From an optimization exercise on the open Yosys and OpenROAD flow, aimed at small area, a short achievable clock period and few clock cycles per item; shortcuts taken in it are not production practice. At most, simulation tests tie the RTL to the original design; equivalence was not proved.

== maple ==
==> module fpu_div_pre, before the edit <==
module fpu_div_pre #(parameter int K = 5) (
    input  logic [15:0]  x,
    input  logic [15:0]  y,
    output logic [K-1:0] fhi,      
    output logic [10:0]  rem,
    output logic         sign,
    output logic [4:0]   exp,
    output logic         overflag,
    output logic         underflag
);
    logic [10:0] ma, mb;
    logic [11:0] d1;           
    logic [11:0] d2;           
    logic        q11;
    logic [10:0] r [0:K];
    logic signed [6:0] e;
    assign ma = {1'b1, x[9:0]};
    assign mb = {1'b1, y[9:0]};
    assign d1 = {1'b0, ma} - {1'b0, mb};
    assign d2 = {ma, 1'b0} - {1'b0, mb};
    assign q11 = ~d1[11];
    assign r[0] = q11 ? d1[10:0] : d2[10:0];
    for (genvar i = 1; i <= K; i++) begin : g_row
        fpu_div_row row (.r(r[i-1]), .d(mb), .q(fhi[K-i]), .rn(r[i]));
    end
    assign rem = r[K];
    always_comb begin
        sign = x[15] ^ y[15];
        e = $signed({2'b00, x[14:10]}) - $signed({2'b00, y[14:10]}) + 7'sd14 + (q11 ? 7'sd1 : 7'sd0);
        overflag  = (e >= 7'sd31);
        underflag = (e <= 7'sd0);
        exp = e[4:0];
    end
endmodule
==> module fpu_div_post, before the edit <==
module fpu_div_post #(parameter int K = 5) (
    input  logic [K-1:0] fhi,
    input  logic [10:0]  rem,
    input  logic [9:0]   fb,
    input  logic         sign,
    input  logic [4:0]   exp,
    input  logic         overflag,
    input  logic         underflag,
    output logic [15:0]  quotient
);
    logic [10:0] mb;
    logic [9:0]  f;
    logic [10:0] r [0:10-K];
    assign mb = {1'b1, fb};
    assign f[9:10-K] = fhi;
    assign r[0] = rem;
    for (genvar i = 1; i <= 10 - K; i++) begin : g_row
        fpu_div_row row (.r(r[i-1]), .d(mb), .q(f[10-K-i]), .rn(r[i]));
    end
    always_comb begin
        if (overflag)
            quotient = {sign, 5'b11111, 10'd0};
        else if (underflag)
            quotient = {sign, 5'b00000, 10'd0};
        else
            quotient = {sign, exp, f};
    end
endmodule
==> module fpu_top, before the edit <==
module fpu_top (
  input logic   clk,
  input logic   reset,
  input logic [15:0] a,
  input logic [15:0] b,
  output logic [15:0] quotient,product,sum,
  input logic start,
  output logic [4:0]  flags,
  output logic valid
);
localparam int K = 4;    
logic [15:0]  prod_d;
logic [11:0]  add_m_d;
logic [4:0]   add_e_d;
logic         add_s_d;
logic         mul_un_d, mul_ov_d;
logic [K-1:0] fhi_d;
logic [10:0]  rem_d;
logic         qsign_d, qov_d, qun_d;
logic [4:0]   qexp_d;
fpu_add_pre add_pre (.x(a), .y(b), .m(add_m_d), .eb(add_e_d), .sb(add_s_d));
fpu_mul_comb mult (.x(a), .y(b), .product(prod_d), .underflag(mul_un_d), .overflag(mul_ov_d));
fpu_div_pre #(.K(K)) div_pre (
    .x(a), .y(b), .fhi(fhi_d), .rem(rem_d), .sign(qsign_d), .exp(qexp_d),
    .overflag(qov_d), .underflag(qun_d)
);
logic [11:0]  add_m_q;
logic [4:0]   add_e_q;
logic         add_s_q, add_exc;
logic [14:0]  prod_q;
logic         mul_un_q, mul_ov_q;
logic [K-1:0] fhi_q;
logic [10:0]  rem_q;
logic [9:0]   fb_q;
logic         qsign_q, qov_q, qun_q;
logic [4:0]   qexp_q;
always_ff @(posedge clk) begin
    if (start) begin
        add_m_q   <= add_m_d;
        add_e_q   <= add_e_d;
        add_s_q   <= add_s_d;
        prod_q    <= prod_d[14:0];
        mul_un_q  <= mul_un_d;
        mul_ov_q  <= mul_ov_d;
        fhi_q     <= fhi_d;
        rem_q     <= rem_d;
        fb_q      <= b[9:0];
        qsign_q   <= qsign_d;
        qexp_q    <= qexp_d;
        qov_q     <= qov_d;
        qun_q     <= qun_d;
    end
end
always_ff @(posedge clk or negedge reset) begin
    if (!reset)
        valid <= 1'b0;
    else if (start)
        valid <= 1'b1;
end
fpu_div_post #(.K(K)) div_post (
    .fhi(fhi_q), .rem(rem_q), .fb(fb_q), .sign(qsign_q), .exp(qexp_q),
    .overflag(qov_q), .underflag(qun_q), .quotient(quotient)
);
fpu_add_post add_post (.m(add_m_q), .eb(add_e_q), .sb(add_s_q), .sum(sum), .exc(add_exc));
assign product = {qsign_q, prod_q};    
assign flags   = {add_exc, qov_q, qun_q, mul_un_q, mul_ov_q};
endmodule
export LEC_CHECK = 0
export ABC_AREA = 1
export CAP_MARGIN = 20
export CORE_MARGIN = 2
export CORE_UTILIZATION = 60
export CTS_BUF_LIST = sky130_fd_sc_hd__clkbuf_8
export PLACE_DENSITY = 0.75
export SLEW_MARGIN = 20
create_clock -name core_clock -period 45.0 [get_ports {clk}]
standard.sh (not shown) runs the stock make flow with config.mk's settings and CLKGATE_MAP_FILE= SYNTH_SCRIPT=/design/flow/synth_recipe.tcl, a recipe that flattens the netlist after the stock synthesis.
==> flow/flow/run.sh <==
#!/bin/bash
# Own flow: the standard layout (standard.sh), with two changes:
#  - synthesis maps the logic with ABC's area-oriented mapper (flow/abc_area.script:
#    strash; dch; map -a) instead of ORFS's ABC script; everything else in synthesis,
#    including flip-flop mapping, flattening and renaming, is the standard flow's own script;
#  - port buffers are sky130_fd_sc_hd__buf_2 cells.
set -euo pipefail
W=$PWD
# ORFS synth.tcl with the ABC script replaced, right after its preamble.
sed "s|^source \$::env(SCRIPTS_DIR)/synth_preamble.tcl\$|&\nset abc_args [lreplace \$abc_args 1 1 $W/flow/abc_area.script]|" \
    "$FLOW_HOME/scripts/synth.tcl" > "$W/own_synth.tcl"
grep -q "own\|abc_area.script" "$W/own_synth.tcl"
sed "s|source \$::env(SCRIPTS_DIR)/synth.tcl|source $W/own_synth.tcl|" synth_recipe.tcl > "$W/own_synth_recipe.tcl"
grep -q own_synth.tcl "$W/own_synth_recipe.tcl"
sed -e "s|SYNTH_SCRIPT=[^ ]*|SYNTH_SCRIPT=$W/own_synth_recipe.tcl 'BUFFER_PORTS_ARGS=-buffer_cell sky130_fd_sc_hd__buf_2' SETUP_SLACK_MARGIN=26|" standard.sh > "$W/own_standard.sh"
grep -q own_synth_recipe.tcl "$W/own_standard.sh"
bash "$W/own_standard.sh" > "$W/own_flow.log" 2>&1
==> flow/flow/abc_area.script <==
strash
dch
map -a
topo
stime -c
No stage failed in maple, and the final checks on the layout all came back clean.
Testbench counts of maple, summed over its fixed seeds: cycles 8,000, ops 8,000.
For pine, these inputs were changed with respect to maple:
--- a/flow/design.v
+++ b/flow/design.v
@@ -275,8 +275,8 @@
     end
 endmodule
-module fpu_div_pre #(parameter int K = 5) (
+module fpu_div_pre #(parameter int K = 6) (
     input  logic [15:0]  x,
     input  logic [15:0]  y,
-    output logic [K-1:0] fhi,      
+    output logic [K-1:0] qhi,      
     output logic [10:0]  rem,
     output logic         sign,
@@ -286,22 +286,17 @@
 );
     logic [10:0] ma, mb;
-    logic [11:0] d1;           
-    logic [11:0] d2;           
-    logic        q11;
-    logic [10:0] r [0:K];
+    logic [10:0] r [0:K-1];
     logic signed [6:0] e;
     assign ma = {1'b1, x[9:0]};
     assign mb = {1'b1, y[9:0]};
-    assign d1 = {1'b0, ma} - {1'b0, mb};
-    assign d2 = {ma, 1'b0} - {1'b0, mb};
-    assign q11 = ~d1[11];
-    assign r[0] = q11 ? d1[10:0] : d2[10:0];
-    for (genvar i = 1; i <= K; i++) begin : g_row
-        fpu_div_row row (.r(r[i-1]), .d(mb), .q(fhi[K-i]), .rn(r[i]));
+    assign qhi[K-1] = (ma >= mb);
+    assign r[0] = qhi[K-1] ? ma - mb : ma;
+    for (genvar i = 1; i < K; i++) begin : g_row
+        fpu_div_row row (.r(r[i-1]), .d(mb), .q(qhi[K-1-i]), .rn(r[i]));
     end
-    assign rem = r[K];
+    assign rem = r[K-1];
     always_comb begin
         sign = x[15] ^ y[15];
-        e = $signed({2'b00, x[14:10]}) - $signed({2'b00, y[14:10]}) + 7'sd14 + (q11 ? 7'sd1 : 7'sd0);
+        e = $signed({2'b00, x[14:10]}) - $signed({2'b00, y[14:10]}) + 7'sd14 + (qhi[K-1] ? 7'sd1 : 7'sd0);
         overflag  = (e >= 7'sd31);
         underflag = (e <= 7'sd0);
@@ -309,6 +304,6 @@
     end
 endmodule
-module fpu_div_post #(parameter int K = 5) (
-    input  logic [K-1:0] fhi,
+module fpu_div_post #(parameter int K = 6) (
+    input  logic [K-1:0] qhi,
     input  logic [10:0]  rem,
     input  logic [9:0]   fb,
@@ -320,11 +315,11 @@
 );
     logic [10:0] mb;
-    logic [9:0]  f;
-    logic [10:0] r [0:10-K];
+    logic [11:0] q;
+    logic [10:0] r [0:12-K];
     assign mb = {1'b1, fb};
-    assign f[9:10-K] = fhi;
+    assign q[11:12-K] = qhi;
     assign r[0] = rem;
-    for (genvar i = 1; i <= 10 - K; i++) begin : g_row
-        fpu_div_row row (.r(r[i-1]), .d(mb), .q(f[10-K-i]), .rn(r[i]));
+    for (genvar i = 1; i <= 12 - K; i++) begin : g_row
+        fpu_div_row row (.r(r[i-1]), .d(mb), .q(q[12-K-i]), .rn(r[i]));
     end
     always_comb begin
@@ -334,5 +329,5 @@
             quotient = {sign, 5'b00000, 10'd0};
         else
-            quotient = {sign, exp, f};
+            quotient = {sign, exp, q[11] ? q[10:1] : q[9:0]};
     end
 endmodule
@@ -399,5 +394,5 @@
   output logic valid
 );
-localparam int K = 4;    
+localparam int K = 6;    
 logic [15:0]  prod_d;
 logic [11:0]  add_m_d;
@@ -405,5 +400,5 @@
 logic         add_s_d;
 logic         mul_un_d, mul_ov_d;
-logic [K-1:0] fhi_d;
+logic [K-1:0] qhi_d;
 logic [10:0]  rem_d;
 logic         qsign_d, qov_d, qun_d;
@@ -412,5 +407,5 @@
 fpu_mul_comb mult (.x(a), .y(b), .product(prod_d), .underflag(mul_un_d), .overflag(mul_ov_d));
 fpu_div_pre #(.K(K)) div_pre (
-    .x(a), .y(b), .fhi(fhi_d), .rem(rem_d), .sign(qsign_d), .exp(qexp_d),
+    .x(a), .y(b), .qhi(qhi_d), .rem(rem_d), .sign(qsign_d), .exp(qexp_d),
     .overflag(qov_d), .underflag(qun_d)
 );
@@ -420,5 +415,5 @@
 logic [14:0]  prod_q;
 logic         mul_un_q, mul_ov_q;
-logic [K-1:0] fhi_q;
+logic [K-1:0] qhi_q;
 logic [10:0]  rem_q;
 logic [9:0]   fb_q;
@@ -433,5 +428,5 @@
         mul_un_q  <= mul_un_d;
         mul_ov_q  <= mul_ov_d;
-        fhi_q     <= fhi_d;
+        qhi_q     <= qhi_d;
         rem_q     <= rem_d;
         fb_q      <= b[9:0];
@@ -449,5 +444,5 @@
 end
 fpu_div_post #(.K(K)) div_post (
-    .fhi(fhi_q), .rem(rem_q), .fb(fb_q), .sign(qsign_q), .exp(qexp_q),
+    .qhi(qhi_q), .rem(rem_q), .fb(fb_q), .sign(qsign_q), .exp(qexp_q),
     .overflag(qov_q), .underflag(qun_q), .quotient(quotient)
 );
==> summary.txt <==
Per the final summary, pine finished and its layout is clean on timing, DRC and antenna.
As of pine, number of instances in the synthesized netlist had risen slightly compared to maple.
Going from maple to pine, detail-routed net length per standard cell grew slightly.
Sort maple and pine by overall die width desc -> top: pine
Diff maple -> pine: critical path depth increased by 7 relative to the old numbers.
Looking at die area, pine sits 160 µm² higher than maple does.
Post-route minimum period (pine over maple): increase, 0.11 ns
On placeable core area, maple beats pine.
pine ends up with a data arrival time of the critical path that is 0.12 ns higher than in maple.
For pine, only the layout was checked, not whether the RTL still works.

==> port drivers added, routing unchanged <==
In the flow no input, the clock included, has a driving cell. The finished layouts below were timed again as built, in two steps.
Step 1, drivers: a clkbuf_16 drives clk and a buf_2 each remaining input, both assumed.
Step 2 times the ports against the registers' clock, not the clock port: input delays grow and output delays shrink by t, the midpoint of the rising clock arrivals with the driver on.
Slacks: no drivers / after step 1 / after step 2; pairs: no drivers / after step 1.
run	t, ns	slack for setup (ns)	latest minus earliest clock arrival (ns)	slew at the worst register clock pin (ns)
maple	0.406	26.817 / 26.807 / 26.420	0.015 / 0.014	0.09 / 0.09
pine	0.405	26.709 / 26.710 / 26.305	0.018 / 0.018	0.09 / 0.09
After both steps every run listed still meets setup and hold. For pine, which loses most, drivers alone change the setup slack by +0.001 ns; drivers and shift together by -0.404 ns.
